What follows belongs to an exercise in optimizing a design on an open flow for small area and a short achievable clock period; a production flow would make more cautious choices.
No functional check of the RTL was part of any run shown here.
Power is estimated from default activity; no workload was simulated.

==> flow/design.v <==
module fp1(a, one, two, neg, rx, ry);
input wire [10:0] a;
input wire [5:0] one, two;
input wire [4:0] neg;
wire [4:0] nneg = ~neg;
output wire [20:0] rx, ry;
wire pp_0_0;
wire pp_0_1;
wire pp_0_2;
wire pp_0_3;
wire pp_0_4;
wire pp_0_5;
wire pp_0_6;
wire pp_0_7;
wire pp_0_8;
wire pp_0_9;
wire pp_0_10;
wire pp_0_11;
wire pp_1_0;
wire pp_1_1;
wire pp_1_2;
wire pp_1_3;
wire pp_1_4;
wire pp_1_5;
wire pp_1_6;
wire pp_1_7;
wire pp_1_8;
wire pp_1_9;
wire pp_1_10;
wire pp_1_11;
wire pp_2_0;
wire pp_2_1;
wire pp_2_2;
wire pp_2_3;
wire pp_2_4;
wire pp_2_5;
wire pp_2_6;
wire pp_2_7;
wire pp_2_8;
wire pp_2_9;
wire pp_2_10;
wire pp_2_11;
wire pp_3_0;
wire pp_3_1;
wire pp_3_2;
wire pp_3_3;
wire pp_3_4;
wire pp_3_5;
wire pp_3_6;
wire pp_3_7;
wire pp_3_8;
wire pp_3_9;
wire pp_3_10;
wire pp_3_11;
wire pp_4_0;
wire pp_4_1;
wire pp_4_2;
wire pp_4_3;
wire pp_4_4;
wire pp_4_5;
wire pp_4_6;
wire pp_4_7;
wire pp_4_8;
wire pp_4_9;
wire pp_4_10;
wire pp_4_11;
wire pp_5_0;
wire pp_5_1;
wire pp_5_2;
wire pp_5_3;
wire pp_5_4;
wire pp_5_5;
wire pp_5_6;
wire pp_5_7;
wire pp_5_8;
wire pp_5_9;
wire pp_5_10;
wire hs0;
wire hc0;
wire hs1;
wire hc1;
wire hs2;
wire hc2;
wire fs0;
wire fc0;
wire hs3;
wire hc3;
wire fs1;
wire fc1;
wire hs4;
wire hc4;
wire fs2;
wire fc2;
wire fs3;
wire fc3;
wire hs5;
wire hc5;
wire fs4;
wire fc4;
wire fs5;
wire fc5;
wire hs6;
wire hc6;
wire fs6;
wire fc6;
wire fs7;
wire fc7;
wire fs8;
wire fc8;
wire hs7;
wire hc7;
wire fs9;
wire fc9;
wire fs10;
wire fc10;
wire fs11;
wire fc11;
wire fs12;
wire fc12;
wire fs13;
wire fc13;
wire fs14;
wire fc14;
wire fs15;
wire fc15;
wire fs16;
wire fc16;
wire fs17;
wire fc17;
wire fs18;
wire fc18;
wire fs19;
wire fc19;
wire fs20;
wire fc20;
wire fs21;
wire fc21;
wire fs22;
wire fc22;
wire fs23;
wire fc23;
wire fs24;
wire fc24;
wire fs25;
wire fc25;
wire fs26;
wire fc26;
wire fs27;
wire fc27;
wire fs28;
wire fc28;
wire fs29;
wire fc29;
wire fs30;
wire fc30;
wire fs31;
wire fc31;
wire pp_2_11_n;
wire fs32;
wire fc32;
wire fs33;
wire fc33;
wire fs34;
wire fc34;
wire fs35;
wire fc35;
wire fs36;
wire fc36;
wire fs37;
wire fc37;
wire pp_3_11_n;
wire fs38;
wire fc38;
wire fs39;
wire fc39;
wire fs40;
wire fc40;
wire fs41;
wire fc41;
wire pp_4_11_n;
wire fs42;
wire fc42;
wire fs43;
wire fc43;
assign pp_0_0 = (one[0] & a[0]) ^ neg[0];
assign pp_0_1 = ((one[0] & a[1]) | (two[0] & a[0])) ^ neg[0];
assign pp_0_2 = ((one[0] & a[2]) | (two[0] & a[1])) ^ neg[0];
assign pp_0_3 = ((one[0] & a[3]) | (two[0] & a[2])) ^ neg[0];
assign pp_0_4 = ((one[0] & a[4]) | (two[0] & a[3])) ^ neg[0];
assign pp_0_5 = ((one[0] & a[5]) | (two[0] & a[4])) ^ neg[0];
assign pp_0_6 = ((one[0] & a[6]) | (two[0] & a[5])) ^ neg[0];
assign pp_0_7 = ((one[0] & a[7]) | (two[0] & a[6])) ^ neg[0];
assign pp_0_8 = ((one[0] & a[8]) | (two[0] & a[7])) ^ neg[0];
assign pp_0_9 = ((one[0] & a[9]) | (two[0] & a[8])) ^ neg[0];
assign pp_0_10 = ((one[0] & a[10]) | (two[0] & a[9])) ^ neg[0];
assign pp_0_11 = (two[0] & a[10]) ^ neg[0];
assign pp_1_0 = (one[1] & a[0]) ^ neg[1];
assign pp_1_1 = ((one[1] & a[1]) | (two[1] & a[0])) ^ neg[1];
assign pp_1_2 = ((one[1] & a[2]) | (two[1] & a[1])) ^ neg[1];
assign pp_1_3 = ((one[1] & a[3]) | (two[1] & a[2])) ^ neg[1];
assign pp_1_4 = ((one[1] & a[4]) | (two[1] & a[3])) ^ neg[1];
assign pp_1_5 = ((one[1] & a[5]) | (two[1] & a[4])) ^ neg[1];
assign pp_1_6 = ((one[1] & a[6]) | (two[1] & a[5])) ^ neg[1];
assign pp_1_7 = ((one[1] & a[7]) | (two[1] & a[6])) ^ neg[1];
assign pp_1_8 = ((one[1] & a[8]) | (two[1] & a[7])) ^ neg[1];
assign pp_1_9 = ((one[1] & a[9]) | (two[1] & a[8])) ^ neg[1];
assign pp_1_10 = ((one[1] & a[10]) | (two[1] & a[9])) ^ neg[1];
assign pp_1_11 = (two[1] & a[10]) ^ neg[1];
assign pp_2_0 = (one[2] & a[0]) ^ neg[2];
assign pp_2_1 = ((one[2] & a[1]) | (two[2] & a[0])) ^ neg[2];
assign pp_2_2 = ((one[2] & a[2]) | (two[2] & a[1])) ^ neg[2];
assign pp_2_3 = ((one[2] & a[3]) | (two[2] & a[2])) ^ neg[2];
assign pp_2_4 = ((one[2] & a[4]) | (two[2] & a[3])) ^ neg[2];
assign pp_2_5 = ((one[2] & a[5]) | (two[2] & a[4])) ^ neg[2];
assign pp_2_6 = ((one[2] & a[6]) | (two[2] & a[5])) ^ neg[2];
assign pp_2_7 = ((one[2] & a[7]) | (two[2] & a[6])) ^ neg[2];
assign pp_2_8 = ((one[2] & a[8]) | (two[2] & a[7])) ^ neg[2];
assign pp_2_9 = ((one[2] & a[9]) | (two[2] & a[8])) ^ neg[2];
assign pp_2_10 = ((one[2] & a[10]) | (two[2] & a[9])) ^ neg[2];
assign pp_2_11 = (two[2] & a[10]) ^ neg[2];
assign pp_3_0 = (one[3] & a[0]) ^ neg[3];
assign pp_3_1 = ((one[3] & a[1]) | (two[3] & a[0])) ^ neg[3];
assign pp_3_2 = ((one[3] & a[2]) | (two[3] & a[1])) ^ neg[3];
assign pp_3_3 = ((one[3] & a[3]) | (two[3] & a[2])) ^ neg[3];
assign pp_3_4 = ((one[3] & a[4]) | (two[3] & a[3])) ^ neg[3];
assign pp_3_5 = ((one[3] & a[5]) | (two[3] & a[4])) ^ neg[3];
assign pp_3_6 = ((one[3] & a[6]) | (two[3] & a[5])) ^ neg[3];
assign pp_3_7 = ((one[3] & a[7]) | (two[3] & a[6])) ^ neg[3];
assign pp_3_8 = ((one[3] & a[8]) | (two[3] & a[7])) ^ neg[3];
assign pp_3_9 = ((one[3] & a[9]) | (two[3] & a[8])) ^ neg[3];
assign pp_3_10 = ((one[3] & a[10]) | (two[3] & a[9])) ^ neg[3];
assign pp_3_11 = (two[3] & a[10]) ^ neg[3];
assign pp_4_0 = (one[4] & a[0]) ^ neg[4];
assign pp_4_1 = ((one[4] & a[1]) | (two[4] & a[0])) ^ neg[4];
assign pp_4_2 = ((one[4] & a[2]) | (two[4] & a[1])) ^ neg[4];
assign pp_4_3 = ((one[4] & a[3]) | (two[4] & a[2])) ^ neg[4];
assign pp_4_4 = ((one[4] & a[4]) | (two[4] & a[3])) ^ neg[4];
assign pp_4_5 = ((one[4] & a[5]) | (two[4] & a[4])) ^ neg[4];
assign pp_4_6 = ((one[4] & a[6]) | (two[4] & a[5])) ^ neg[4];
assign pp_4_7 = ((one[4] & a[7]) | (two[4] & a[6])) ^ neg[4];
assign pp_4_8 = ((one[4] & a[8]) | (two[4] & a[7])) ^ neg[4];
assign pp_4_9 = ((one[4] & a[9]) | (two[4] & a[8])) ^ neg[4];
assign pp_4_10 = ((one[4] & a[10]) | (two[4] & a[9])) ^ neg[4];
assign pp_4_11 = (two[4] & a[10]) ^ neg[4];
assign pp_5_0 = (one[5] & a[0]);
assign pp_5_1 = ((one[5] & a[1]) | (two[5] & a[0]));
assign pp_5_2 = ((one[5] & a[2]) | (two[5] & a[1]));
assign pp_5_3 = ((one[5] & a[3]) | (two[5] & a[2]));
assign pp_5_4 = ((one[5] & a[4]) | (two[5] & a[3]));
assign pp_5_5 = ((one[5] & a[5]) | (two[5] & a[4]));
assign pp_5_6 = ((one[5] & a[6]) | (two[5] & a[5]));
assign pp_5_7 = ((one[5] & a[7]) | (two[5] & a[6]));
assign pp_5_8 = ((one[5] & a[8]) | (two[5] & a[7]));
assign pp_5_9 = ((one[5] & a[9]) | (two[5] & a[8]));
assign pp_5_10 = ((one[5] & a[10]) | (two[5] & a[9]));
ha_c u_h0(.a(neg[1]), .b(pp_0_2), .s(hs0), .co(hc0));
ha_c u_h1(.a(pp_0_3), .b(pp_1_1), .s(hs1), .co(hc1));
ha_c u_h2(.a(neg[2]), .b(pp_0_4), .s(hs2), .co(hc2));
fa_c u_f0(.a(pp_1_2), .b(pp_2_0), .c(hc1), .s(fs0), .co(fc0));
ha_c u_h3(.a(pp_0_5), .b(pp_1_3), .s(hs3), .co(hc3));
fa_c u_f1(.a(pp_2_1), .b(hc2), .c(hs3), .s(fs1), .co(fc1));
ha_c u_h4(.a(neg[3]), .b(pp_0_6), .s(hs4), .co(hc4));
fa_c u_f2(.a(pp_1_4), .b(pp_2_2), .c(pp_3_0), .s(fs2), .co(fc2));
fa_c u_f3(.a(hc3), .b(hs4), .c(fs2), .s(fs3), .co(fc3));
ha_c u_h5(.a(pp_0_7), .b(pp_1_5), .s(hs5), .co(hc5));
fa_c u_f4(.a(pp_2_3), .b(pp_3_1), .c(hc4), .s(fs4), .co(fc4));
fa_c u_f5(.a(hs5), .b(fc2), .c(fs4), .s(fs5), .co(fc5));
ha_c u_h6(.a(neg[4]), .b(pp_0_8), .s(hs6), .co(hc6));
fa_c u_f6(.a(pp_1_6), .b(pp_2_4), .c(pp_3_2), .s(fs6), .co(fc6));
fa_c u_f7(.a(pp_4_0), .b(hc5), .c(hs6), .s(fs7), .co(fc7));
fa_c u_f8(.a(fs6), .b(fc4), .c(fs7), .s(fs8), .co(fc8));
ha_c u_h7(.a(pp_0_9), .b(pp_1_7), .s(hs7), .co(hc7));
fa_c u_f9(.a(pp_2_5), .b(pp_3_3), .c(pp_4_1), .s(fs9), .co(fc9));
fa_c u_f10(.a(hc6), .b(hs7), .c(fc6), .s(fs10), .co(fc10));
fa_c u_f11(.a(fs9), .b(fc7), .c(fs10), .s(fs11), .co(fc11));
fa_c u_f12(.a(pp_0_10), .b(pp_1_8), .c(pp_2_6), .s(fs12), .co(fc12));
fa_c u_f13(.a(pp_3_4), .b(pp_4_2), .c(pp_5_0), .s(fs13), .co(fc13));
fa_c u_f14(.a(hc7), .b(fc9), .c(fs12), .s(fs14), .co(fc14));
fa_c u_f15(.a(fs13), .b(fc10), .c(fs14), .s(fs15), .co(fc15));
fa_c u_f16(.a(pp_0_11), .b(pp_1_9), .c(pp_2_7), .s(fs16), .co(fc16));
fa_c u_f17(.a(pp_3_5), .b(pp_4_3), .c(pp_5_1), .s(fs17), .co(fc17));
fa_c u_f18(.a(fc12), .b(fc13), .c(fs16), .s(fs18), .co(fc18));
fa_c u_f19(.a(fs17), .b(fc14), .c(fs18), .s(fs19), .co(fc19));
fa_c u_f20(.a(neg[0]), .b(pp_1_10), .c(pp_2_8), .s(fs20), .co(fc20));
fa_c u_f21(.a(pp_3_6), .b(pp_4_4), .c(pp_5_2), .s(fs21), .co(fc21));
fa_c u_f22(.a(fc16), .b(fc17), .c(fs20), .s(fs22), .co(fc22));
fa_c u_f23(.a(fs21), .b(fc18), .c(fs22), .s(fs23), .co(fc23));
fa_c u_f24(.a(neg[0]), .b(pp_1_11), .c(pp_2_9), .s(fs24), .co(fc24));
fa_c u_f25(.a(pp_3_7), .b(pp_4_5), .c(pp_5_3), .s(fs25), .co(fc25));
fa_c u_f26(.a(fc20), .b(fc21), .c(fs24), .s(fs26), .co(fc26));
fa_c u_f27(.a(fs25), .b(fc22), .c(fs26), .s(fs27), .co(fc27));
fa_c u_f28(.a(nneg[1]), .b(nneg[0]), .c(pp_2_10), .s(fs28), .co(fc28));
fa_c u_f29(.a(pp_3_8), .b(pp_4_6), .c(pp_5_4), .s(fs29), .co(fc29));
fa_c u_f30(.a(fc24), .b(fs28), .c(fc25), .s(fs30), .co(fc30));
fa_c u_f31(.a(fs29), .b(fc26), .c(fs30), .s(fs31), .co(fc31));
assign pp_2_11_n = ~pp_2_11;
fa_c u_f32(.a(pp_3_9), .b(pp_4_7), .c(pp_5_5), .s(fs32), .co(fc32));
fa_c u_f33(.a(pp_2_11_n), .b(fc28), .c(fc29), .s(fs33), .co(fc33));
fa_c u_f34(.a(fs32), .b(fc30), .c(fs33), .s(fs34), .co(fc34));
fa_c u_f35(.a(nneg[2]), .b(pp_3_10), .c(pp_4_8), .s(fs35), .co(fc35));
fa_c u_f36(.a(pp_5_6), .b(pp_2_11), .c(fc32), .s(fs36), .co(fc36));
fa_c u_f37(.a(fs35), .b(fc33), .c(fs36), .s(fs37), .co(fc37));
assign pp_3_11_n = ~pp_3_11;
fa_c u_f38(.a(pp_4_9), .b(pp_5_7), .c(pp_3_11_n), .s(fs38), .co(fc38));
fa_c u_f39(.a(fc35), .b(fs38), .c(fc36), .s(fs39), .co(fc39));
fa_c u_f40(.a(nneg[3]), .b(pp_4_10), .c(pp_5_8), .s(fs40), .co(fc40));
fa_c u_f41(.a(pp_3_11), .b(fc38), .c(fs40), .s(fs41), .co(fc41));
assign pp_4_11_n = ~pp_4_11;
fa_c u_f42(.a(pp_5_9), .b(pp_4_11_n), .c(fc40), .s(fs42), .co(fc42));
fa_c u_f43(.a(nneg[4]), .b(pp_5_10), .c(pp_4_11), .s(fs43), .co(fc43));
assign rx = {fs43, fs42, fs41, fs39, fc34, fc31, fc27, fc23, fc19, fc15, fc11, fc8, fc5, fc3, fc1, fc0, hs2, hc0, pp_1_0, pp_0_1, neg[0]};
assign ry = {fc42, fc41, fc39, fc37, fs37, fs34, fs31, fs27, fs23, fs19, fs15, fs11, fs8, fs5, fs3, fs1, fs0, hs1, hs0, 1'b0, pp_0_0};
endmodule
module fa_c(a, b, c, s, co);
input wire a, b, c;
output wire s, co;
assign s = a ^ b ^ c;
assign co = (a & b) | (c & (a ^ b));
endmodule
module ha_c(a, b, s, co);
input wire a, b;
output wire s, co;
assign s = a ^ b;
assign co = a & b;
endmodule
module ha1_c(a, b, s, co);
input wire a, b;
output wire s, co;
assign s = ~(a ^ b);
assign co = a | b;
endmodule
module fp2(s, e, sign, fp_result, under, over);
input wire [20:9] s;
input wire [4:0] e;
input wire sign;
output wire [15:0] fp_result;
output wire under, over;
wire [4:0] e_inc = e + 5'd1;
wire u0 = e > 5'd24;
wire u1 = (e > 5'd23) && (e != 5'd31);    
wire [4:0] te = s[20] ? e : e_inc;
wire [10:0] ts = s[20] ? s[19:9] : s[20:10];
assign fp_result = {sign, te[3:0], ts};
assign under = s[20] ? u0 : u1;
assign over = te[4];
endmodule
module fp_mul(clk, op1, op2, result, under, over);
input wire clk;
input wire [15:0] op1, op2;
output wire [15:0] result;
output wire under, over;
wire [13:0] bx = {2'b00, op2[10:0], 1'b0};
wire [5:0] one_d, two_d;
wire [4:0] neg_d;
genvar i;
generate for (i = 0; i < 6; i = i + 1) begin : g_booth
	assign one_d[i] = bx[2*i+1] ^ bx[2*i];
	assign two_d[i] = (bx[2*i+2] & ~bx[2*i+1] & ~bx[2*i]) | (~bx[2*i+2] & bx[2*i+1] & bx[2*i]);
	if (i < 5) begin : g_neg
		assign neg_d[i] = bx[2*i+2];
	end
end endgenerate
reg [10:0] sa;
reg [5:0] bone, btwo;
reg [4:0] bneg;
reg [4:0] e1;
reg sg1;
always @(posedge clk)
begin
	sa <= op1[10:0];
	bone <= one_d;
	btwo <= two_d;
	bneg <= neg_d;
	e1 <= {1'b0, op1[14:11]} + {1'b0, op2[14:11]} - 5'd7;
	sg1 <= op1[15] ^ op2[15];
end
wire [20:0] rx, ry;
fp1 stage1(.a(sa), .one(bone), .two(btwo), .neg(bneg), .rx(rx), .ry(ry));
wire [20:0] px = rx, py = ry;
wire [14:0] lo = {1'b0, px[13:0]} + {1'b0, py[13:0]};
wire [6:0] h0 = px[20:14] + py[20:14];
wire [6:0] h1 = px[20:14] + py[20:14] + 1'b1;
reg [6:0] h0r, h1r;
reg hc;
reg [4:0] lo2;
reg [4:0] e2;
reg sg2;
always @(posedge clk)
begin
	h0r <= h0;
	h1r <= h1;
	hc <= lo[14];
	lo2 <= lo[13:9];
	e2 <= e1;
	sg2 <= sg1;
end
wire [6:0] hi = hc ? h1r : h0r;
wire [20:9] s = {hi, lo2};
fp2 stage2(.s(s), .e(e2), .sign(sg2), .fp_result(result), .under(under), .over(over));
endmodule
==> flow/flow/run.sh <==
#!/bin/bash
# The standard layout (the standard.sh) with two changes: plain buf_1
# cells as the input and output port buffers instead of the ones
# buffer_ports picks, and clock tree synthesis without dummy load cells.
export BUFFER_PORTS_ARGS="-buffer_cell sky130_fd_sc_hd__buf_1"
export CTS_ARGS="-sink_clustering_enable -repair_clock_nets -buf_list sky130_fd_sc_hd__clkbuf_8 -dont_use_dummy_load"
bash standard.sh > standard.log 2>&1
==> flow/standard.sh <==
#!/bin/bash
# synth_recipe.tcl (not shown) runs the flow's synth.tcl, then flattens the netlist and writes it again
# the make line also repeats each setting of config.mk as NAME=value (left out here)
make -C /OpenROAD-flow-scripts/flow DESIGN_CONFIG=/design/flow/config.mk WORK_HOME=/design/flow/orfs CLKGATE_MAP_FILE= SYNTH_SCRIPT=/design/flow/synth_recipe.tcl "${@:-finish}"
==> flow/config.mk <==
export PLATFORM = sky130hd
export DESIGN_NAME = fp_mul
export DESIGN_NICKNAME = fp_mul
export VERILOG_FILES = /design/flow/design.v
export SDC_FILE = /design/flow/constraint.sdc
export NUM_CORES = 4
export LEC_CHECK = 0
export CAP_MARGIN = 20
export CORE_MARGIN = 2
export CORE_UTILIZATION = 40
export SLEW_MARGIN = 20
export SYNTH_HIERARCHICAL = 1
export SYNTH_MINIMUM_KEEP_SIZE = 0
==> flow/constraint.sdc <==
create_clock -name core_clock -period 5.3 [get_ports {clk}]
set_input_delay 1.0600 -clock core_clock [delete_from_list [all_inputs] [get_ports {clk}]]
set_output_delay 1.0600 -clock core_clock [all_outputs]
set_load 0.01 [all_outputs]
==> run summary, run 1 <==
Yosys cell types 44; CP arrival 4.47 ns; max cap viols 0; IO Count 51; sequential area share after synthesis 22.7%; RSZ-0062 raised after global routing no; TritonRoute pass-1 iters 5; layout cells sized above 1 9.38%; Placer Congestion 0.845; die area 14,200 um^2; sequential cell area 1200 um^2; NumNets Final 589; Sw Share 42.1%; period utilisation layout 80.3%; first-pass GRT wire length 15,800 um; CP max FO 14; Buf/Inv on CP 0; global routing's busiest layer met2; Setup Buffers After CTS 0; R2R setup slack 1.04 ns; Final Hold Fails 0; Peak Freq 235 MHz; Cell Chain, Critical Path xnor2_1 -> fa_1 -> fa_1 -> fa_1 -> ha_1 -> fa_1 -> a21o_1 -> a21oi_1 -> xnor2_1 -> and2_1 -> nand4_1 -> xnor2_1; Die Width 119 um; clock share of power 10.0%; cts hold-fix bufs 0; Levels on crit path 12; final worst path period need 4.26 ns; pin count of the biggest net entering global routing 19; IO buf count 50; diode count 0; CTS Buf Count 9; filler cell count 1,293; Placed Area 5070 um^2; Syn Inst Count 486; hpwl dp 7370 um; max_slew headroom 47.2%; Sequential Power Share 23.0%; Cell Count, Final, Fillers Out 645; Psw 1280 uW; crit path launch type flip-flop; routing usage on met2 23.4%; area taken by multi-input logic gates 3380 um^2; FF-to-FF Start bneg[4]; leading cell type in the layout, fill and taps excluded xnor2_1; post_cts resized 0; Critical Path Max Stage Delay 0.83 ns; vias 3,189; Hold Crit Class flip-flop to flip-flop; Peak VDD IR 257 uV; antenna-violating nets left 0; synthesized flop and latch total 60; syn nets 604; row count 42; r2r worst-path depth 12; clk buf depth 2; GRT Resource Usage Total 14.4%; Synth-to-Final Area Change -1.73%; syn avg cell area 10.9 um^2; internal power 1750 uW; GR Util met3 3.64%; Core ar. 13,100 um^2; Detailed Route Iter0 Violations 154; TritonCTS Sinks 60; Worst setup startpoint bneg[4]; routing usage on met1 18.6%; RR Endpoint h1r[6]; Slowest-stage cell, CP dfxtp_1; final wirelength 9350 um; synthesized area 5290 um^2; CP most frequent cell fa_1; WS Path Type flip-flop to flip-flop; CP endpoint h1r[6]; delay-heaviest family, CP adder cells; Clock Skew 0.0209 ns; H-tree Lvls 3; Warnings, synthesis 7; Final setup viols 0; post-route setup TNS 0 ns; Vias/cell 4.94; clock root buffer clkbuf_8; combinational power share 66.9%; Hold Crit Depth 0; status finished clean; CTS tree yes; placed insts 636; DRC 0; drt wl/cell 14.5 um; pwr dens 583 nW/um^2; actual slew at the worst max-slew pin 0.791 ns; die height 119 um; number of global-route vias before repair 3,221; design area 5200 um^2; Worst Path Required 5.51 ns; clock latency (worst-skew pair) 0.35 ns; total gr overflow 0; LEAKAGE 0.00208 uW; Reg clk slew, reported paths 0.07 ns; Final Max Slew Viols 0; most frequent cells in the layout xnor2_1, dfxtp_1, buf_1, fa_1, a22oi_1; initial antenna violation count 0; CP endpoint kind flip-flop; Initial Util 40.4%
Yosys stat by module (local to each module, per instance):
module  cell area (um^2)  flip-flops and latches  cells inside
fp1                 1710                       0           215
fp2                  330                       0            33
fa_c                20.0                       0             1
ha_c                12.5                       0             1
fp_mul              2270                      60           186
power by group through the flow:
stage | Combinational (uW) | Sequential (uW) | Clock (uW)
2_1_floorplan | 1980 | 650 | 0
3_3_place_gp | 2010 | 705 | 0
3_5_place_dp | 2050 | 709 | 0
4_1_cts | 2060 | 699 | 321
5_1_grt | 2320 | 716 | 341
6_report | 2030 | 698 | 304
Yosys cell counts:
master	n	area, um^2
nand3b_1	4	30.0
buf_2	8	40.0
clkbuf_2	3	15.0
a21oi_1	9	45.0
nand2_2	1	6.26
nor2b_1	3	18.8
nand3_1	4	20.0
a22oi_2	5	62.6
o21ai_1	1	5.00
buf_4	47	353
o41ai_2	1	16.3
nand2b_1	5	31.3
clkbuf_1	1	3.75
conb_1	1	3.75
o211a_1	2	20.0
nand2_1	13	48.8
dfxtp_1	60	1200
ha_1	39	488
mux2_4	5	75.1
a211oi_1	2	15.0
o21a_2	1	8.76
nor4_2	1	12.5
buf_12	1	20.0
and2_1	3	18.8
a22oi_1	45	338
buf_6	19	214
fa_1	46	921
and3_4	1	11.3
o21ai_0	5	25.0
nand4_1	1	6.26
a22o_2	2	20.0
o22ai_2	1	12.5
xor2_1	13	114
nor3_1	1	5.00
and3_1	2	12.5
a311o_1	1	10.0
nor2_1	5	18.8
o21bai_1	4	30.0
a22o_1	8	70.1
mux2_2	14	158
a21o_1	4	30.0
inv_1	17	63.8
o21a_1	2	15.0
xnor2_1	75	657
final cells by class:
type                       instances  share of cell area (%)
tap                              176                    4.24
multi-input combinational        330                    65.0
clock buffer                       9                    2.38
timing repair buffer              53                    4.04
sequential                        60                    23.1
inverter                          17                    1.23
routing by layer:
layer / vias up / part of all wire (%)
li1: 1566 / -
met1: 1530 / 47
met2: 80 / 46
met3: 13 / 5.3
met4: 0 / 1.6
met5: - / 0
state kept, by name, summed over array words and instances, names as in the netlist:
name  count
bneg      5
bone      6
btwo      6
e1        5
e2        5
h0r       7
h1r       7
hc        1
lo2       5
sa       11
sg1       1
sg2       1
metrics by stage:
step           power [uW]  util, %  worst slack [ns]  hold WS, ns
3_5_place_dp         2760     38.8              1.05        0.312
4_1_cts              3080     39.7              1.04        0.319
2_1_floorplan        2630        -              1.27        0.310
3_3_place_gp         2710     38.8              1.15        0.312
6_report             3030     39.7              1.04        0.318
5_1_grt              3370     39.7             0.778        0.321
worst min-delay path by stage:
stage            end  slack (ns)  startpoint
3_5_place_dp   e2[3]        0.31       e1[3]
4_1_cts        e2[1]        0.32       e1[1]
3_3_place_gp   e2[0]        0.31       e1[0]
5_1_grt        e2[1]        0.32       e1[1]
2_1_floorplan  e2[0]        0.31       e1[0]
6_report       e2[1]        0.32       e1[1]
cells by family after synthesis:
family                     share of synthesized area, %
DFF                                                22.7
adders and majority gates                          26.6
other                                            0.0709
xor gates and xnor gates                           14.6
and+or+nand+nor                                    4.54
buffers and inverters                              13.4
AOI/OAI and AO/OA                                  13.7
muxes                                              4.40
worst register-to-register path: stages (launching register included):
cell and delay, ns:
dfxtp_1 0.83, xnor2_1 0.22, fa_1 0.45, fa_1 0.52, fa_1 0.42, ha_1 0.23
fa_1 0.41, a21o_1 0.17, a21oi_1 0.22, xnor2_1 0.20, and2_1 0.19, nand4_1 0.11
xnor2_1 0.15
==> run 2: changes to the inputs <==
--- a/flow/design.v
+++ b/flow/design.v
@@ -379,7 +379,8 @@
 wire [20:0] px = rx, py = ry;
 wire [14:0] lo = {1'b0, px[13:0]} + {1'b0, py[13:0]};
 wire [6:0] h0 = px[20:14] + py[20:14];
-wire [6:0] h1 = px[20:14] + py[20:14] + 1'b1;
+wire [7:0] h1w = {px[20:14], 1'b1} + {py[20:14], 1'b1};
+wire [6:0] h1 = h1w[7:1];    
 reg [6:0] h0r, h1r;
 reg hc;
 reg [4:0] lo2;
--- a/flow/config.mk
+++ b/flow/config.mk
@@ -8,6 +8,7 @@
 export CAP_MARGIN = 20
 export CORE_MARGIN = 2
 export CORE_UTILIZATION = 40
+export SETUP_SLACK_MARGIN = 1.9
 export SLEW_MARGIN = 20
 export SYNTH_HIERARCHICAL = 1
 export SYNTH_MINIMUM_KEEP_SIZE = 0
==> run 2 against run 1 <==
Compared with the run above:
- worst setup slack better by 0.91 ns
- sequential power is essentially flat
- non-clock buffer count is 11 higher
- die area rose by 1.9%
- sequential share of layout area fell by 0.63 points
- flip-flop and latch count did not move
- utilization is 3.8 points higher
- largest power group unchanged
- highest routed layer unchanged
==> run summary, run 2 <==
status finished clean; die area 14,400 um^2; sequential area share after synthesis 22.3%; pin count of the biggest net entering global routing 19; die height 120 um; Placer Congestion 0.841; total gr overflow 0; syn nets 619; R2R setup slack 1.95 ns; first-pass GRT wire length 16,800 um; synthesized area 5400 um^2; pwr dens 615 nW/um^2; leading cell type in the layout, fill and taps excluded xnor2_1; most frequent cells in the layout xnor2_1, buf_1, fa_1, a22oi_1, dfxtp_1; WS Path Type flip-flop to flip-flop; max cap viols 0; Largest regs sa x11, h0r x7, h1r x7; drt wl/cell 15.2 um; CTS Buf Count 9; most common cell in the netlist xnor2_1; antenna-violating nets left 0; Min Hold Slack 0.308 ns; period utilisation layout 63.2%; CP arrival 3.61 ns; Die Width 120 um; Synth-to-Final Area Change 6.45%; row count 42; final worst path period need 3.35 ns; Core ar. 13,200 um^2; H-tree Lvls 3; clock latency (worst-skew pair) 0.33 ns; Yosys top cell by area dfxtp_1; synthesized flop and latch total 60; Vias/cell 5.02; vias 3,352; IO Count 51; Worst Path Required 5.56 ns; Detailed Route Iter0 Violations 179; filler cell count 1,250; initial antenna violation count 0; layout cells sized above 1 24.6%; Final Hold Fails 0; Peak Freq 298 MHz; syn avg cell area 10.8 um^2; NumNets Final 613; Initial Util 40.9%; share of async-settable or async-resettable flops after synthesis 0%; Hold Crit Depth 0; Warnings, synthesis 7; Main synth FF type dfxtp_1; GRT Resource Usage Total 14.6%; diode count 0; Final Max Slew Viols 0; cts hold-fix bufs 0; RSZ-0062 raised after global routing yes; Post-synth EDFFs 0; Reg clk slew, reported paths 0.06 ns; number of global-route vias before repair 3,445; CTS tree yes; Biggest register sa; Hold Crit Class flip-flop to flip-flop; IO buf count 50; DRC 0; TritonRoute pass-1 iters 5; Clock Skew 0.0189 ns; LEAKAGE 0.00223 uW; Yosys cell types 45; Area contributors post-synth dfxtp_1, fa_1, xnor2_1, ha_1, buf_4; max reg flops 11; Syn Inst Count 500; clock root buffer clkbuf_8; clk buf depth 2; hpwl dp 7640 um; CP endpoint kind flip-flop; Synth top area share 22.3%; crit path launch type flip-flop; CP max FO 7; Final setup viols 0; r2r worst-path depth 12; final wirelength 10,200 um; Peak VDD IR 222 uV; top cells by count, synth xnor2_1, dfxtp_1, buf_4, fa_1, a22oi_1; TritonCTS Sinks 60; post-route setup TNS 0 ns
## run 2: cell count changes in the layout (fill, tap and decap cells not counted), sizes merged, moves of 2 or more
cell    before  now
nor2         5    3
o21a         3    0
buf         53   64
a21o         4    9
inv         17   26
a31oi        0    6
a21boi       0    2
o21bai       4    1
## run 2: final timing paths
path	start	to
setup reg to reg	sa[7]	h0r[6]
hold / removal	e1[2]	e2[2]
hold reg to reg	e1[2]	e2[2]
setup / recovery	sa[7]	h0r[6]
## run 2: final cells by class
cell class | count | area [um^2] | share of cell area (%)
sequential | 60 | 1290 | 22.5
timing repair buffer | 64 | 338 | 5.88
clock buffer | 9 | 124 | 2.16
multi-input combinational | 333 | 3670 | 64.0
inverter | 26 | 97.6 | 1.70
tap | 176 | 220 | 3.83
## run 2: worst max-delay path: stages, from the launching register on
cell and delay (ns):
dfxtp_4 0.38, buf_4 0.15, a22oi_2 0.14, xnor2_1 0.12, fa_2 0.38, fa_1 0.40
fa_1 0.55, ha_4 0.25, a21o_1 0.23, a21o_1 0.18, a21o_1 0.19, a31oi_2 0.16
xor2_1 0.16
## run 2: per-module statistics from Yosys (local to each module, per instance)
module,cells,flip-flops and latches,area (um^2)
fa_c,1,0,20.0
fp_mul,200,60,2370
fp1,215,0,1710
fp2,33,0,330
ha_c,1,0,12.5
## run 2: what timing repair did
item	in CTS	in global routing
buffers inserted	1	13
pin swaps	1	21
resized for setup	42	51
setup endpoints to repair	16	13
## run 2: cells by family (layout without fill, tap and decap cells)
| group | count (synthesis) | after routing | synth area share, % |
|---|---|---|---|
| xor gates and xnor gates | 89 | 89 | 14.4 |
| buffers and inverters | 107 | 99 | 14.2 |
| adders and majority gates | 86 | 86 | 26.5 |
| muxes | 19 | 19 | 4.31 |
| other | 1 | 1 | 0.0695 |
| AOI/OAI and AO/OA | 100 | 100 | 14.5 |
| and+or+nand+nor | 38 | 38 | 3.71 |
| DFF | 60 | 60 | 22.3 |
## run 2: stage by stage
stage	cells	total power, uW	area [um^2]	utilization, %	setup WS, ns
final	668	3530	5740	43.5	1.95
after floorplan	500	2730	5430	-	1.90
after global placement	645	2790	5160	39.1	1.51
after global routing	668	3870	5740	43.5	1.80
after CTS	655	3190	5380	40.8	1.90
after detailed placement	645	2830	5160	39.1	1.53
## run 2: where the power goes
group / switching (uW) / leakage (uW) / internal, uW
sequential: 97.2 / 0.000515 / 603
combinational: 1240 / 0.00165 / 1300
clock: 141 / 0.0000647 / 150
## run 2: per-layer routing
layer,vias up,global-route usage (%),share of wire [%]
li1,1620,-,-
met1,1640,20.2,47
met2,85,22.7,47
met3,7,3.42,5.1
met4,0,4.26,0.97
met5,-,0,0
==> run 3: changes to the inputs <==
--- a/flow/config.mk
+++ b/flow/config.mk
@@ -8,7 +8,7 @@
 export CAP_MARGIN = 20
 export CORE_MARGIN = 2
 export CORE_UTILIZATION = 40
-export SETUP_SLACK_MARGIN = 1.9
+export SETUP_SLACK_MARGIN = 1.7
 export SLEW_MARGIN = 20
 export SYNTH_HIERARCHICAL = 1
 export SYNTH_MINIMUM_KEEP_SIZE = 0
==> run 3 against run 2 <==
Compared with the run above:
- synthesized cell count stayed put
- fmax is 3.2% lower
- utilization is 2.9 points lower
- via count is 0.92% lower
- global-route usage is 0.22 points lower
- largest power group unchanged
- combinational power is 15% lower
- worst hold slack better by 0.016 ns
==> run summary, run 3 <==
status finished clean; Synth top area share 22.3%; first-pass GRT wire length 16,600 um; RSZ-0062 raised after global routing yes; Hold Crit Class flip-flop to flip-flop; hpwl dp 7640 um; max reg flops 11; antenna-violating nets left 0; worst hold path startpoint e1[1]; IO Count 51; Initial Util 40.9%; initial antenna violation count 0; share of async-settable or async-resettable flops after synthesis 0%; Die Width 120 um; H-tree Lvls 3; clk buf depth 2; CTS tree yes; Synth-to-Final Area Change -0.649%; leading cell type in the layout, fill and taps excluded xnor2_1; Slowest-stage cell, CP fa_1; IO buf count 50; WS Path Type flip-flop to flip-flop; PnR Total Power 3150 uW; diode count 0; Worst Path Required 5.56 ns; Cell Chain, Critical Path a22oi_1 -> xnor2_1 -> fa_1 -> fa_1 -> fa_1 -> ha_2 -> a21o_1 -> a21o_1 -> a21o_1 -> a31oi_2 -> xnor2_1; crit path launch type flip-flop; layout cells sized above 1 15.2%; post-route setup TNS 0 ns; Final Hold Fails 0; global routing's busiest layer met2; clock root buffer clkbuf_8; CP endpoint kind flip-flop; Worst setup startpoint sa[6]; Post-Synth Adder-Cell Area 26.5%; Detailed Route Iter0 Violations 239; Critical Path Max Stage Delay 0.50 ns; routing usage on met1 20.4%; drt wl/cell 14.7 um; pwr dens 587 nW/um^2; die area 14,400 um^2; Area contributors post-synth dfxtp_1, fa_1, xnor2_1, ha_1, buf_4; r2r worst-path depth 11; synthesized flop and latch total 60; Yosys cell types 45; Post-synth EDFFs 0; delay-heaviest family, CP adder cells; TritonCTS Sinks 60; GRT Resource Usage Total 14.4%; RR Endpoint h0r[5]; clock latency (worst-skew pair) 0.33 ns; synthesized area 5400 um^2; sequential area share after synthesis 22.3%; pin count of the biggest net entering global routing 19; main combinational cell family by area after synthesis adder cells; TritonRoute pass-1 iters 5; CP arrival 3.72 ns; CTS Buf Count 9; most common cell in the netlist xnor2_1; Biggest register sa; cts hold-fix bufs 0; Peak VDD IR 231 uV; final wirelength 9660 um; max cap viols 0; routing usage on met2 21.6%; R2R setup slack 1.84 ns; Reg clk slew, reported paths 0.07 ns; complex-gate fraction of the synthesized area 14.5%; period utilisation layout 65.3%; Placer Congestion 0.864; Min Hold Slack 0.324 ns; Synth Area in XOR/XNOR 14.4%; LEAKAGE 0.00213 uW; Final setup viols 0; Clock Skew 0.0168 ns; Final Max Slew Viols 0; Post-Synth Simple-Gate Area 3.71%; FF-to-FF Start sa[6]; most frequent cells in the layout xnor2_1, buf_1, fa_1, a22oi_1, ha_1; Vias/cell 5.07; GR Util met3 3.47%; DRC 0; proportion of synthesized area in mux cells 4.31%; Hold Crit Depth 0; Peak Freq 289 MHz; top cells by count, synth xnor2_1, dfxtp_1, buf_4, fa_1, a22oi_1; vias 3,321; Core ar. 13,200 um^2; Buf/Inv on CP 0; total gr overflow 0; Yosys top cell by area dfxtp_1; row count 42; final worst path period need 3.46 ns; Hold Path Sink e2[1]; NumNets Final 600; Largest regs sa x11, h0r x7, h1r x7; Main synth FF type dfxtp_1; die height 120 um; Warnings, synthesis 7; syn nets 619; syn avg cell area 10.8 um^2; CP max FO 12; number of global-route vias before repair 3,380; Syn Inst Count 500
[run 3: cell count changes in the layout (fill, tap and decap cells not counted), sizes merged]
cell  before  now
buf       64   51
[run 3: timing repair]
action / in CTS / in global routing
pin swaps: 0 / 1
resized for setup: 21 / 26
setup buffers: 0 / 1
endpoints found under the setup margin: 12 / 11
[run 3: cell families after synthesis]
family,count (synthesis)
other cells,1
mux,19
buf+inv,107
fa+ha+maj,86
xor+xnor,89
flops,60
simple gates,38
compound gates,100
[run 3: where the power goes]
part	switching [uW]	leakage, uW	total (uW)	internal [uW]
Combinational	1100	0.00156	2150	1060
Clock	143	0.0000647	293	150
Sequential	97.1	0.000512	702	605
Total	1340	0.00213	3150	1810
[run 3: area by class of cell]
type / instances / area, um^2
flip-flops and latches: 60 / 1270
multi-input cells: 333 / 3450
inverters: 26 / 97.6
repair buffers: 51 / 195
fillers: 1283 / 7830
clock buffers: 9 / 124
well taps: 176 / 220
[run 3: worst max path at each step]
stage | endpoint | slack, ns | cells past startpoint
final | h0r[5] | 1.84 | 11
after global routing | h0r[5] | 1.68 | 11
after CTS | h0r[5] | 1.68 | 11
after detailed placement | h0r[5] | 1.45 | 10
after global placement | h0r[5] | 1.55 | 10
after floorplan | h0r[5] | 1.75 | 14
[run 3: through the flow]
stage          cells  util [%]  setup WS, ns  area [um^2]
2_1_floorplan    500         -          1.75         5400
3_3_place_gp     645      38.9          1.55         5140
3_5_place_dp     645      38.9          1.45         5140
4_1_cts          654      40.1          1.68         5290
5_1_grt          655      40.6          1.68         5360
6_report         655      40.6          1.84         5360
[run 3: per-layer routing]
layer / vias up / part of all wire (%) / routed length, um
met5: - / 0 / 0
met4: 0 / 0.97 / 94
met3: 7 / 6.0 / 575
met2: 98 / 45 / 4340
met1: 1618 / 48 / 4650
li1: 1598 / - / -
[run 3: Yosys stat by module (local to each module, per instance)]
module	cells	cell area (um^2)	times used
fp1	215	1710	1
ha_c	1	12.5	8
fp2	33	330	1
fa_c	1	20.0	44
fp_mul	200	2370	1
[run 3: worst reg2reg max path, stage by stage, from the launching register on]
cell and delay [ns]:
dfxtp_4 0.40, a22oi_1 0.24, xnor2_1 0.11, fa_1 0.44
fa_1 0.47, fa_1 0.50, ha_2 0.32, a21o_1 0.23
a21o_1 0.18, a21o_1 0.19, a31oi_2 0.16, xnor2_1 0.14
==> run 4: changes to the inputs <==
--- a/flow/config.mk
+++ b/flow/config.mk
@@ -8,7 +8,7 @@
 export CAP_MARGIN = 20
 export CORE_MARGIN = 2
 export CORE_UTILIZATION = 40
-export SETUP_SLACK_MARGIN = 1.7
+export SETUP_SLACK_MARGIN = 2.1
 export SLEW_MARGIN = 20
 export SYNTH_HIERARCHICAL = 1
 export SYNTH_MINIMUM_KEEP_SIZE = 0
==> run 4 against run 3 <==
Compared with the run above:
- still clean
- design area rose by 8.8%
- largest cell class unchanged
- sequential share of layout area fell by 1.5 points
- global-route usage rose by 0.70 points
- die area did not move
- synthesized cell count did not move
- synthesized area did not move
- critical path type unchanged
- clock skew rose by 0.0019 ns
- clock power barely moved
- utilization rose by 3.6 points
- critical path depth rose by 1
- clock-buffer cell count did not move
- power rose by 17%
==> run summary, run 4 <==
status finished clean; FF-to-FF Start sa[6]; clock latency (worst-skew pair) 0.34 ns; synthesized area 5400 um^2; Syn Inst Count 500; die height 120 um; Largest regs sa x11, h0r x7, h1r x7; max reg flops 11; Yosys top cell by area dfxtp_1; Cell Chain, Critical Path buf_6 -> a22oi_2 -> xnor2_2 -> fa_2 -> fa_1 -> fa_1 -> ha_4 -> a21boi_2 -> a221oi_4 -> buf_6 -> o21bai_1 -> xor2_1; Placed Area 5350 um^2; final wirelength 10,400 um; R2R setup slack 1.93 ns; crit path launch type flip-flop; area taken by multi-input logic gates 3760 um^2; Biggest register sa; leading cell type in the layout, fill and taps excluded xnor2_1; internal power 2150 uW; clock share of power 8.1%; pwr dens 630 nW/um^2; Worst setup startpoint sa[6]; Synth-to-Final Area Change 8.12%; RSZ-0062 raised after global routing yes; LEAKAGE 0.00225 uW; number of global-route vias before repair 3,462; sequential area share after synthesis 22.3%; post-route setup TNS 0 ns; row count 42; period utilisation layout 63.6%; Yosys cell types 45; most frequent cells in the layout xnor2_1, buf_1, a22oi_1, dfxtp_1, fa_1; final worst path period need 3.37 ns; GRT Resource Usage Total 15.1%; RR Endpoint lo2[2]; Final setup viols 0; combinational power share 72.9%; CP arrival 3.58 ns; H-tree Lvls 3; Reg clk slew, reported paths 0.06 ns; Psw 1530 uW; top cells by count, synth xnor2_1, dfxtp_1, buf_4, fa_1, a22oi_1; Min Hold Slack 0.327 ns; die area 14,400 um^2; syn avg cell area 10.8 um^2; share of async-settable or async-resettable flops after synthesis 0%; Clock Skew 0.0187 ns; CP max FO 7; worst hold path startpoint sg1; Peak VDD IR 221 uV; r2r worst-path depth 12; Post-synth EDFFs 0; CTS tree yes; layout cells sized above 1 28.6%; filler cell count 1,253; Critical Path Max Stage Delay 0.54 ns; Initial Util 40.9%; clock root buffer clkbuf_8; Die Width 120 um; Warnings, synthesis 7; CTS Buf Count 9; drt wl/cell 15.5 um; syn nets 619; IO Count 51; sequential cell area 1300 um^2; Vias/cell 5.00; IO buf count 50; CP endpoint kind flip-flop; TritonCTS Sinks 60; Final Hold Fails 0; most common cell in the netlist xnor2_1; total gr overflow 0; Hold Crit Class flip-flop to flip-flop; pin count of the biggest net entering global routing 19; initial antenna violation count 0; Detailed Route Iter0 Violations 190; vias 3,368; design area 5830 um^2; DRC 0; synthesized flop and latch total 60; Worst Path Required 5.51 ns; Main synth FF type dfxtp_1; Sw Share 41.6%; Area contributors post-synth dfxtp_1, fa_1, xnor2_1, ha_1, buf_4; Core ar. 13,200 um^2; Final Max Slew Viols 0; first-pass GRT wire length 17,100 um; TritonRoute pass-1 iters 4; clk buf depth 2; Slowest-stage cell, CP fa_1; Placer Congestion 0.833; Sequential Power Share 19.1%; max cap viols 0; antenna-violating nets left 0; CP endpoint lo2[2]; diode count 0; NumNets Final 618; hpwl dp 7820 um; Synth top area share 22.3%; WS Path Type flip-flop to flip-flop; Peak Freq 297 MHz
==> run 4: cell counts after synthesis <==
No cell type changed its count.
==> run 4: cell type report <==
type	instances	area share (%)
Clock buffer	9	2.12
Inverter	26	1.67
Timing Repair Buffer	69	5.73
Tap cell	176	3.77
Sequential cell	60	22.2
Multi-Input combinational cell	333	64.5
==> run 4: how the worst min path moves through the flow <==
| stage | depth (start not counted) | end |
|---|---|---|
| 4_1_cts | 0 | e2[3] |
| 2_1_floorplan | 0 | e2[0] |
| 3_5_place_dp | 0 | e2[3] |
| 6_report | 0 | sg2 |
| 3_3_place_gp | 0 | e2[2] |
| 5_1_grt | 0 | sg2 |
==> run 4: repair_timing <==
action	CTS	global route
cloned	0	0
setup buffers	14	5
hold buffers	0	0
endpoints found under the setup margin	18	14
pin swaps	9	4
resized for setup	64	16
==> run 4: routing by layer <==
metal	GRT usage [%]	wire length [um]
met1	20.8	5010
met2	23.9	4790
met3	3.09	479
met4	4.34	127
met5	0	0
==> run 4: stage by stage <==
step                      utilization, %  std cells  power [uW]  setup slack (ns)
final                               44.2        673        3670              1.93
after global placement              40.6        645        3110              1.56
after CTS                           43.5        668        3570              1.94
after detailed placement            40.6        645        3150              1.53
after floorplan                        -        500        3010              1.94
after global routing                44.2        673        4010              1.82
==> run 4: critical path: cells and delay by family, from the launching register on <==
kind	cells	cell delay, ns
XOR/XNOR	2	0.25
adder cells (fa/ha/maj)	4	1.61
AO/OA/AOI/OAI	4	0.69
flip-flops	1	0.38
buffers and inverters	2	0.31
==> run 4: power groups by stage <==
| stage | sequential [uW] | clock (uW) | combinational, uW |
|---|---|---|---|
| 2_1_floorplan | 645 | 0 | 2360 |
| 3_3_place_gp | 710 | 0 | 2400 |
| 3_5_place_dp | 715 | 0 | 2440 |
| 4_1_cts | 701 | 310 | 2560 |
| 5_1_grt | 716 | 329 | 2960 |
| 6_report | 700 | 296 | 2680 |
==> run 4: kinds of logic after synthesis <==
| kind of cell | share of synthesized area, % |
|---|---|
| XOR/XNOR | 14.4 |
| other | 0.0695 |
| buffers and inverters | 14.2 |
| multiplexers | 4.31 |
| AO/OA/AOI/OAI | 14.5 |
| flip-flops | 22.3 |
| adder cells (fa/ha/maj) | 26.5 |
| AND/OR/NAND/NOR | 3.71 |
==> run 4: modules after synthesis (local to each module, per instance) <==
module	cell area (um^2)	flip-flops and latches	cells	times used
fp2	330	0	33	1
fp_mul	2370	60	200	1
fa_c	20.0	0	1	44
fp1	1710	0	215	1
ha_c	12.5	0	1	8
==> run 5: changes to the inputs <==
--- a/flow/config.mk
+++ b/flow/config.mk
@@ -8,7 +8,7 @@
 export CAP_MARGIN = 20
 export CORE_MARGIN = 2
 export CORE_UTILIZATION = 40
-export SETUP_SLACK_MARGIN = 2.1
+export SETUP_SLACK_MARGIN = 1.8
 export SLEW_MARGIN = 20
 export SYNTH_HIERARCHICAL = 1
 export SYNTH_MINIMUM_KEEP_SIZE = 0
==> run 5 against run 4 <==
Compared with the run above:
- clock skew fell by 0.0053 ns
- critical path type unchanged
- flip-flop and latch count stayed put
- global-route usage decreased by 0.37 points
- utilization shrank 2.8 points
- largest power group unchanged
- first-iteration DRC count grew 0.53%
- sequential power barely moved
==> run summary, run 5 <==
initial antenna violation count 0; internal power 1860 uW; Final Hold Fails 0; Area contributors post-synth dfxtp_1, fa_1, xnor2_1, ha_1, buf_4; clk buf depth 2; CTS tree yes; Initial Util 40.9%; Top Layer Used met4; Syn Inst Count 500; Yosys cell types 45; clock root buffer clkbuf_8; Die Width 120 um; Core ar. 13,200 um^2; Sw Share 42.6%; Critical Path Max Stage Delay 0.51 ns; GRT Resource Usage Total 14.7%; synthesized area 5400 um^2; syn avg cell area 10.8 um^2; complex-gate fraction of the synthesized area 14.5%; Vias/cell 5.04; TritonRoute pass-1 iters 4; total gr overflow 0; H-tree Lvls 3; LEAKAGE 0.00215 uW; TritonCTS Sinks 60; Placer Congestion 0.855; sequential area share after synthesis 22.3%; diode count 0; Biggest register sa; number of global-route vias before repair 3,336; leading cell type in the layout, fill and taps excluded xnor2_1; pin count of the biggest net entering global routing 19; Clock Skew 0.0133 ns; Peak Freq 298 MHz; IO Count 51; syn nets 619; Sequential Power Share 21.6%; period utilisation layout 63.3%; CP arrival 3.62 ns; max cap viols 0; Post-Synth Adder-Cell Area 26.5%; Buf/Inv on CP 0; final worst path period need 3.35 ns; Final setup viols 0; Final WS setup 1.95 ns; Psw 1380 uW; Cell Chain, Critical Path a22oi_2 -> xnor2_1 -> fa_1 -> fa_1 -> fa_1 -> ha_4 -> a21o_1 -> a21o_1 -> a21o_1 -> a31oi_1 -> xnor2_1; top cells by count, synth xnor2_1, dfxtp_1, buf_4, fa_1, a22oi_1; Post-synth EDFFs 0; cts hold-fix bufs 0; clock share of power 9.2%; most common cell in the netlist xnor2_1; drt wl/cell 15.1 um; Final Max Slew Viols 0; synthesized flop and latch total 60; Synth top area share 22.3%; Largest regs sa x11, h0r x7, h1r x7; filler cell count 1,316; crit path launch type flip-flop; Routed met3 length 614 um; Yosys top cell by area dfxtp_1; CTS Buf Count 9; combinational power share 69.2%; row count 42; Warnings, synthesis 7; CP max FO 12; delay-heaviest family, CP adder cells; WS Path Type flip-flop to flip-flop; max reg flops 11; die area 14,400 um^2; clock latency (worst-skew pair) 0.33 ns; Hold Crit Class flip-flop to flip-flop; IO buf count 50; final wirelength 9950 um; share of async-settable or async-resettable flops after synthesis 0%; first-pass GRT wire length 16,800 um; Reg clk slew, reported paths 0.06 ns; layout cells sized above 1 17.7%; Post-Synth Simple-Gate Area 3.71%; antenna-violating nets left 0; DRC 0; dpl ws 1.48 ns; Synth-to-Final Area Change 1.18%; WL met1 4730 um; Slowest-stage cell, CP fa_1; post-route setup TNS 0 ns; Peak VDD IR 227 uV; NumNets Final 602; Synth Area in XOR/XNOR 14.4%; status finished clean; RSZ-0062 raised after global routing yes; vias 3,308; Main synth FF type dfxtp_1; Detailed Route Iter0 Violations 191; main combinational cell family by area after synthesis adder cells; CP endpoint kind flip-flop; most frequent cells in the layout xnor2_1, buf_1, fa_1, a22oi_1, ha_1; pwr dens 595 nW/um^2; hpwl dp 7570 um; proportion of synthesized area in mux cells 4.31%; wire length on met2 4500 um; Worst Path Required 5.57 ns; die height 120 um
==> run 5: cell types whose count changed in the layout (fill, tap and decap cells not counted), moves of 4 or more <==
cell,change
buf_4,-13
fa_2,-15
fa_1,+15
a22oi_2,-5
ha_1,+7
xnor2_1,+5
ha_4,-8
a22oi_1,+5
a21oi_1,+4
xnor2_2,-4
==> run 5: metrics by stage <==
step / instance area [um^2] / total power, uW / util [%] / instances / hold WS (ns)
floorplan: 5400 / 2730 / - / 500 / 0.310
global placement: 5140 / 2790 / 38.9 / 645 / 0.310
detailed placement: 5140 / 2840 / 38.9 / 645 / 0.315
CTS: 5330 / 3190 / 40.4 / 655 / 0.326
global route: 5460 / 3600 / 41.4 / 657 / 0.337
finish: 5460 / 3250 / 41.4 / 657 / 0.325
==> run 5: worst paths after layout <==
kind,startpoint,end,slack (ns),cells after the start
setup / recovery,sa[6],h0r[5],1.95,11
hold / removal,e1[0],e2[0],0.32,0
setup reg to reg,sa[6],h0r[5],1.95,11
hold reg to reg,e1[0],e2[0],0.32,0
==> run 5: logic make-up after synthesis <==
group           count (synthesis)
flops                          60
other cells                     1
mux                            19
compound gates                100
xor+xnor                       89
fa+ha+maj                      86
simple gates                   38
buf+inv                       107
==> run 5: Yosys stat by module, one instance, submodules excluded <==
module / times used / area, um^2
fp2: 1 / 330
fp1: 1 / 1710
ha_c: 8 / 12.5
fa_c: 44 / 20.0
fp_mul: 1 / 2370
==> run 5: metal layers <==
layer / track usage [%] / up-vias
met5: 0 / -
met4: 4.26 / 0
met3: 3.71 / 8
met2: 22.3 / 89
met1: 20.7 / 1608
li1: - / 1603
==> run 5: final cells by class <==
cell class                      count  area [um^2]  area share [%]
Clock buffer                        9          124            2.27
Inverter                           26         97.6            1.79
Multi-Input combinational cell    333         3510            64.4
Sequential cell                    60         1290            23.7
Tap cell                          176          220            4.03
Timing Repair Buffer               53          210            3.85
==> run 5: repair_timing <==
item,in CTS,in global routing
setup endpoints to repair,14,10
resized for setup,37,31
setup buffers,1,2
pin swaps,1,2
==> run 5: power groups by stage <==
stage | clock, uW | sequential [uW] | combinational (uW)
2_1_floorplan | 0 | 644 | 2080
3_3_place_gp | 0 | 708 | 2080
3_5_place_dp | 0 | 713 | 2130
4_1_cts | 314 | 703 | 2170
5_1_grt | 333 | 720 | 2540
6_report | 299 | 702 | 2250
==> run 6: changes to the inputs <==
--- a/flow/config.mk
+++ b/flow/config.mk
@@ -8,7 +8,7 @@
 export CAP_MARGIN = 20
 export CORE_MARGIN = 2
 export CORE_UTILIZATION = 40
-export SETUP_SLACK_MARGIN = 1.8
+export SETUP_SLACK_MARGIN = 1.5
 export SLEW_MARGIN = 20
 export SYNTH_HIERARCHICAL = 1
 export SYNTH_MINIMUM_KEEP_SIZE = 0
==> run 6 against run 5 <==
Compared with the run above:
- die area stayed put
- critical path depth stayed put
- still clean
- clock-buffer cell count stayed put
- non-clock buffer count is 3 lower
==> run summary, run 6 <==
clock share of power 9.4%; H-tree Lvls 3; Sw Share 42.5%; Largest regs sa x11, h0r x7, h1r x7; area taken by multi-input logic gates 3430 um^2; Reg clk slew, reported paths 0.06 ns; Setup Buffers After CTS 0; Area contributors post-synth dfxtp_1, fa_1, xnor2_1, ha_1, buf_4; Hold Crit Class flip-flop to flip-flop; DRC 0; design area 5290 um^2; sequential cell area 1230 um^2; WS Path Type flip-flop to flip-flop; Vias/cell 5.04; post_cts resized 3; clock root buffer clkbuf_8; first-pass GRT wire length 16,600 um; pin count of the biggest net entering global routing 19; CP arrival 3.87 ns; diode count 0; Detailed Route Iter0 Violations 264; LEAKAGE 0.00213 uW; Warnings, synthesis 7; total gr overflow 0; final worst path period need 3.61 ns; GRT Resource Usage Total 14.3%; Final Hold Fails 0; Biggest register sa; TritonCTS Sinks 60; Sequential Power Share 22.7%; most frequent cells in the layout xnor2_1, buf_1, fa_1, a22oi_1, ha_1; leading cell type in the layout, fill and taps excluded xnor2_1; CTS Buf Count 9; RSZ-0062 raised after global routing no; Psw 1320 uW; Post-synth EDFFs 0; period utilisation layout 68.2%; Peak VDD IR 216 uV; Synth-to-Final Area Change -1.92%; Placer Congestion 0.864; Final Max Slew Viols 0; syn avg cell area 10.8 um^2; die height 120 um; NumNets Final 599; layout cells sized above 1 13.2%; Die Width 120 um; Final setup viols 0; IO buf count 50; internal power 1780 uW; PnR Total Power 3100 uW; syn nets 619; crit path launch type flip-flop; max reg flops 11; initial antenna violation count 0; clk buf depth 2; Worst Path Required 5.56 ns; Main synth FF type dfxtp_1; TritonRoute pass-1 iters 4; combinational power share 67.9%; row count 42; Core ar. 13,200 um^2; Placed Area 5140 um^2; Syn Inst Count 500; share of async-settable or async-resettable flops after synthesis 0%; CTS tree yes; vias 3,296; Synth top area share 22.3%; antenna-violating nets left 0; Clock Skew 0.0167 ns; pwr dens 586 nW/um^2; max cap viols 0; synthesized flop and latch total 60; IO Count 51; number of global-route vias before repair 3,376; status finished clean; hpwl dp 7640 um; sequential area share after synthesis 22.3%; Initial Util 40.9%; cts hold-fix bufs 0; filler cell count 1,293; final wirelength 9560 um; Yosys top cell by area dfxtp_1; synthesized area 5400 um^2; post-route setup TNS 0 ns; CP endpoint kind flip-flop; die area 14,400 um^2; Peak Freq 277 MHz; Yosys cell types 45; clock latency (worst-skew pair) 0.33 ns; drt wl/cell 14.6 um; top cells by count, synth xnor2_1, dfxtp_1, buf_4, fa_1, a22oi_1; CP max FO 12; most common cell in the netlist xnor2_1
## run 6: worst max-delay path, stage by stage, from the launching register on
cell	delay, ns
dfxtp_2	0.50
a22oi_1	0.16
xnor2_1	0.16
fa_1	0.44
fa_1	0.52
fa_1	0.42
ha_1	0.40
a21o_1	0.24
a21o_1	0.18
a21o_1	0.19
a31oi_1	0.18
xnor2_1	0.15
## run 6: through the flow
stage | setup WS, ns | util, % | instances | hold WS (ns)
2_1_floorplan | 1.75 | - | 500 | 0.310
3_3_place_gp | 1.55 | 38.9 | 645 | 0.310
6_report | 1.69 | 40.1 | 654 | 0.324
5_1_grt | 1.50 | 40.1 | 654 | 0.334
4_1_cts | 1.52 | 39.9 | 654 | 0.326
3_5_place_dp | 1.45 | 38.9 | 645 | 0.313
## run 6: power groups by stage
| stage | Sequential (uW) | Combinational, uW | Clock, uW |
|---|---|---|---|
| final | 704 | 2110 | 292 |
| after CTS | 704 | 2140 | 311 |
| after global routing | 720 | 2400 | 329 |
| after detailed placement | 713 | 2120 | 0 |
| after global placement | 708 | 2090 | 0 |
| after floorplan | 644 | 2080 | 0 |
## run 6: cell type report
type,count,share of cell area (%)
Multi-Input combinational cell,333,64.8
Timing Repair Buffer,50,3.55
Inverter,26,1.84
Clock buffer,9,2.34
Sequential cell,60,23.3
Tap cell,176,4.16
## run 6: path summary, 6_finish.rpt
kind / from / slack [ns] / depth (start not counted) / endpoint
worst max register to register: sa[6] / 1.69 / 11 / h0r[5]
worst max-delay path: sa[6] / 1.69 / 11 / h0r[5]
worst min-delay path: e1[1] / 0.32 / 0 / e2[1]
worst min register to register: e1[1] / 0.32 / 0 / e2[1]
## run 6: logic make-up after synthesis
family / share of synthesized area, %
xor+xnor: 14.4
simple gates: 3.71
buf+inv: 14.2
compound gates: 14.5
other cells: 0.0695
flops: 22.3
fa+ha+maj: 26.5
mux: 4.31
## run 6: layer usage
metal  GRT usage (%)  vias to the layer above  wire (um)
li1                -                     1597          -
met5               0                        -          0
met4            4.19                        0         96
met3            3.47                        7        586
met1            20.3                     1591       4580
met2            21.6                      101       4300
## run 6: modules after synthesis (local to each module, per instance)
module / times used / cell area (um^2)
fp_mul: 1 / 2370
fp1: 1 / 1710
fp2: 1 / 330
fa_c: 44 / 20.0
ha_c: 8 / 12.5
==> run 7: changes to the inputs <==
--- a/flow/design.v
+++ b/flow/design.v
@@ -379,9 +379,7 @@
 wire [20:0] px = rx, py = ry;
 wire [14:0] lo = {1'b0, px[13:0]} + {1'b0, py[13:0]};
 wire [6:0] h0 = px[20:14] + py[20:14];
-wire [7:0] h1w = {px[20:14], 1'b1} + {py[20:14], 1'b1};
-wire [6:0] h1 = h1w[7:1];    
-reg [6:0] h0r, h1r;
+reg [6:0] h0r;
 reg hc;
 reg [4:0] lo2;
 reg [4:0] e2;
@@ -389,13 +387,12 @@
 always @(posedge clk)
 begin
 	h0r <= h0;
-	h1r <= h1;
 	hc <= lo[14];
 	lo2 <= lo[13:9];
 	e2 <= e1;
 	sg2 <= sg1;
 end
-wire [6:0] hi = hc ? h1r : h0r;
+wire [6:0] hi = h0r + hc;
 wire [20:9] s = {hi, lo2};
 fp2 stage2(.s(s), .e(e2), .sign(sg2), .fp_result(result), .under(under), .over(over));
 endmodule
--- a/flow/config.mk
+++ b/flow/config.mk
@@ -8,7 +8,7 @@
 export CAP_MARGIN = 20
 export CORE_MARGIN = 2
 export CORE_UTILIZATION = 40
-export SETUP_SLACK_MARGIN = 1.5
+export SETUP_SLACK_MARGIN = 1.7
 export SLEW_MARGIN = 20
 export SYNTH_HIERARCHICAL = 1
 export SYNTH_MINIMUM_KEEP_SIZE = 0
==> run 7 against run 6 <==
Compared with the run above:
- synthesized cell count shrank 2.0%
- clock power shrank 32%
- clock-buffer cell count shrank 4
- sequential share of layout area shrank 1.7 points
- cell count shrank 0.15%
- utilization grew 2.1 points
- still clean on timing, DRC and antenna
- power shrank 8.1%
- sequential power shrank 14%
- register-to-register slack gained 0.11 ns
- highest routed layer unchanged
- via count grew 0.58%
- die area shrank 3.9%
- wire length grew 1.6%
==> run summary, run 7 <==
clock root buffer clkbuf_8; top cells by count, synth xnor2_1, dfxtp_1, buf_4; die height 118 um; Hold Crit Class flip-flop to flip-flop; Area contributors post-synth dfxtp_1, fa_1, xnor2_1, ha_1, buf_4; pin count of the biggest net entering global routing 19; clk buf depth 2; Synth-to-Final Area Change 2.92%; drt wl/cell 14.9 um; actual slew at the worst max-slew pin 0.590 ns; Final setup viols 0; Sequential Power Share 21.3%; total gr overflow 0; WS Path Type flip-flop to flip-flop; RSZ-0062 raised after global routing yes; antenna-violating nets left 0; layout cells sized above 1 20.4%; combinational power share 71.8%; hpwl dp 7380 um; max_slew headroom 60.6%; CP endpoint kind flip-flop; GRT Resource Usage Total 13.8%; number of global-route vias before repair 3,338; period utilisation layout 66.1%; Syn Inst Count 490; Synth top area share 20.5%; max reg flops 11; final wirelength 9710 um; Post-synth EDFFs 0; synthesized flop and latch total 53; Placer Congestion 0.867; max cap viols 0; TritonCTS Sinks 53; status finished clean; IO Count 51; internal power 1610 uW; diode count 0; leading cell type in the layout, fill and taps excluded xnor2_1; Biggest register sa; vias 3,315; TritonRoute pass-1 iters 5; Peak Freq 286 MHz; Reg clk slew, reported paths 0.09 ns; Detailed Route Iter0 Violations 233; clock latency (worst-skew pair) 0.30 ns; die area 13,900 um^2; Vias/cell 5.08; Worst Path Required 5.47 ns; CTS tree yes; clock share of power 6.9%; Main synth FF type dfxtp_1; CP max FO 7; Peak VDD IR 192 uV; DRC 0; syn avg cell area 10.6 um^2; NumNets Final 602; Sw Share 43.7%; initial antenna violation count 0; placed insts 634; Yosys top cell by area dfxtp_1; Cell Count, Final, Fillers Out 653; Psw 1250 uW; sequential area share after synthesis 20.5%; synthesized area 5180 um^2; syn nets 609; cts hold-fix bufs 0; most common cell in the netlist xnor2_1; post-route setup TNS 0 ns; row count 41; Yosys cell types 52; crit path launch type flip-flop; Die Width 118 um; filler cell count 1,226; pwr dens 535 nW/um^2; CTS Buf Count 5; Core ar. 12,600 um^2; IO buf count 50; H-tree Lvls 2; share of async-settable or async-resettable flops after synthesis 0%; CP arrival 3.67 ns; most frequent cells in the layout xnor2_1, buf_1, a22oi_1, fa_1, ha_1; final worst path period need 3.50 ns; Clock Skew 0.0176 ns; Largest regs sa x11, h0r x7; first-pass GRT wire length 15,900 um; LEAKAGE 0.00209 uW; Warnings, synthesis 7; Initial Util 41.1%; Final Hold Fails 0; Final Max Slew Viols 0
run 7: changes by cell type in the layout (fill, tap and decap cells not counted), sizes merged, moves of 3 or more:
cell	previous run	this run
buf	50	61
dfxtp	60	53
mux2	19	12
a21oi	9	14
nor2	3	7
a21o	9	6
a31oi	6	3
inv	26	23
run 7: cell type report:
type                            instances  area [um^2]  share of cell area, %
Tap cell                              172          215                   4.04
Timing Repair Buffer                   64          290                   5.44
Sequential cell                        53         1150                   21.6
Clock buffer                            5         68.8                   1.29
Inverter                               23         86.3                   1.62
Multi-Input combinational cell        336         3520                   66.0
run 7: path summary, 6_finish.rpt:
check	start	to	slack [ns]	cells past startpoint
min	e1[3]	e2[3]	0.33	0
min reg2reg	e1[3]	e2[3]	0.33	0
max	sa[5]	hc	1.80	12
max reg2reg	sa[5]	hc	1.80	12
run 7: stage by stage:
stage / hold slack, ns / cell area (um^2) / utilization (%) / worst slack [ns] / total power (uW)
2_1_floorplan: 0.310 / 5190 / - / 1.72 / 2420
4_1_cts: 0.331 / 5100 / 40.4 / 1.69 / 2760
6_report: 0.329 / 5330 / 42.3 / 1.80 / 2850
3_5_place_dp: 0.312 / 4960 / 39.3 / 1.46 / 2540
5_1_grt: 0.336 / 5330 / 42.3 / 1.62 / 3150
3_3_place_gp: 0.313 / 4960 / 39.3 / 1.49 / 2500
run 7: power groups by stage:
stage	clock, uW	combinational (uW)	sequential, uW
floorplan	0	1860	557
global route	227	2300	621
detailed placement	0	1920	620
global placement	0	1880	616
CTS	210	1940	613
finish	198	2050	608
run 7: modules after synthesis (local to each module, per instance):
module / times used / cell area, um^2 / cells inside
fp_mul: 1 / 2160 / 190
fp1: 1 / 1710 / 215
fp2: 1 / 330 / 33
fa_c: 44 / 20.0 / 1
ha_c: 8 / 12.5 / 1
run 7: timing repair:
item	CTS	global route
buffers inserted	0	14
resized for setup	37	37
pin swaps	0	16
endpoints found under the setup margin	17	4
cloned	0	0
run 7: kinds of logic (layout without fill, tap and decap cells):
| kind of cell | count (synthesis) | count (layout) | synth area share, % |
|---|---|---|---|
| flip-flops | 53 | 53 | 20.5 |
| AND/OR/NAND/NOR | 51 | 51 | 5.58 |
| adder cells (fa/ha/maj) | 86 | 86 | 27.4 |
| buffers and inverters | 101 | 92 | 14.1 |
| other | 1 | 1 | 0.0724 |
| multiplexers | 12 | 12 | 2.97 |
| AO/OA/AOI/OAI | 99 | 99 | 14.7 |
| XOR/XNOR | 87 | 87 | 14.7 |
run 7: critical path: stages, from the launching register on:
cell      delay [ns]
dfxtp_4         0.39
clkbuf_4        0.20
a22oi_1         0.20
xnor2_1         0.15
ha_2            0.20
fa_1            0.42
fa_1            0.55
ha_4            0.22
a21oi_1         0.16
o22ai_1         0.12
o21ai_2         0.28
a21oi_2         0.11
or3_1           0.35
run 7: metal layers:
layer | vias up | share of wire, % | track usage, %
li1 | 1599 | - | -
met1 | 1570 | 45 | 18.8
met2 | 127 | 46 | 22.5
met3 | 19 | 7.3 | 2.62
met4 | 0 | 1.6 | 3.54
met5 | - | 0 | 0

-- what the ideal ports hide --
No port has a modelled driver above. Below, the same layouts with a new extraction and two added sets of constraints. Step 1 assumes that a clkbuf_16 drives the clock port and a buf_2 every other input. Step 2 times the ports against the registers' clock, not the clock port: input delays grow and output delays shrink by t, the midpoint of the rising clock arrivals with the driver on. a / b / c = ideal ports / drivers / drivers and shift; a / b = the first two.
| run | t (ns) | setup slack, ns | hold WS [ns] | pins driven straight from the clock port |
|---|---|---|---|---|
| run 1 | 0.373 | 1.043 / 1.043 / 1.043 | 0.318 / 0.318 / 0.318 | 1 |
| run 2 | 0.353 | 1.950 / 1.950 / 1.950 | 0.308 / 0.308 / 0.308 | 1 |
| run 3 | 0.353 | 1.838 / 1.838 / 1.838 | 0.324 / 0.324 / 0.324 | 1 |
| run 4 | 0.360 | 1.932 / 1.932 / 1.932 | 0.327 / 0.327 / 0.327 | 1 |
| run 5 | 0.360 | 1.947 / 1.947 / 1.947 | 0.325 / 0.325 / 0.325 | 1 |
| run 6 | 0.354 | 1.687 / 1.687 / 1.687 | 0.324 / 0.324 / 0.324 | 1 |
| run 7 | 0.325 | 1.799 / 1.799 / 1.799 | 0.329 / 0.329 / 0.329 | 1 |
After both steps every run listed still meets setup and hold.
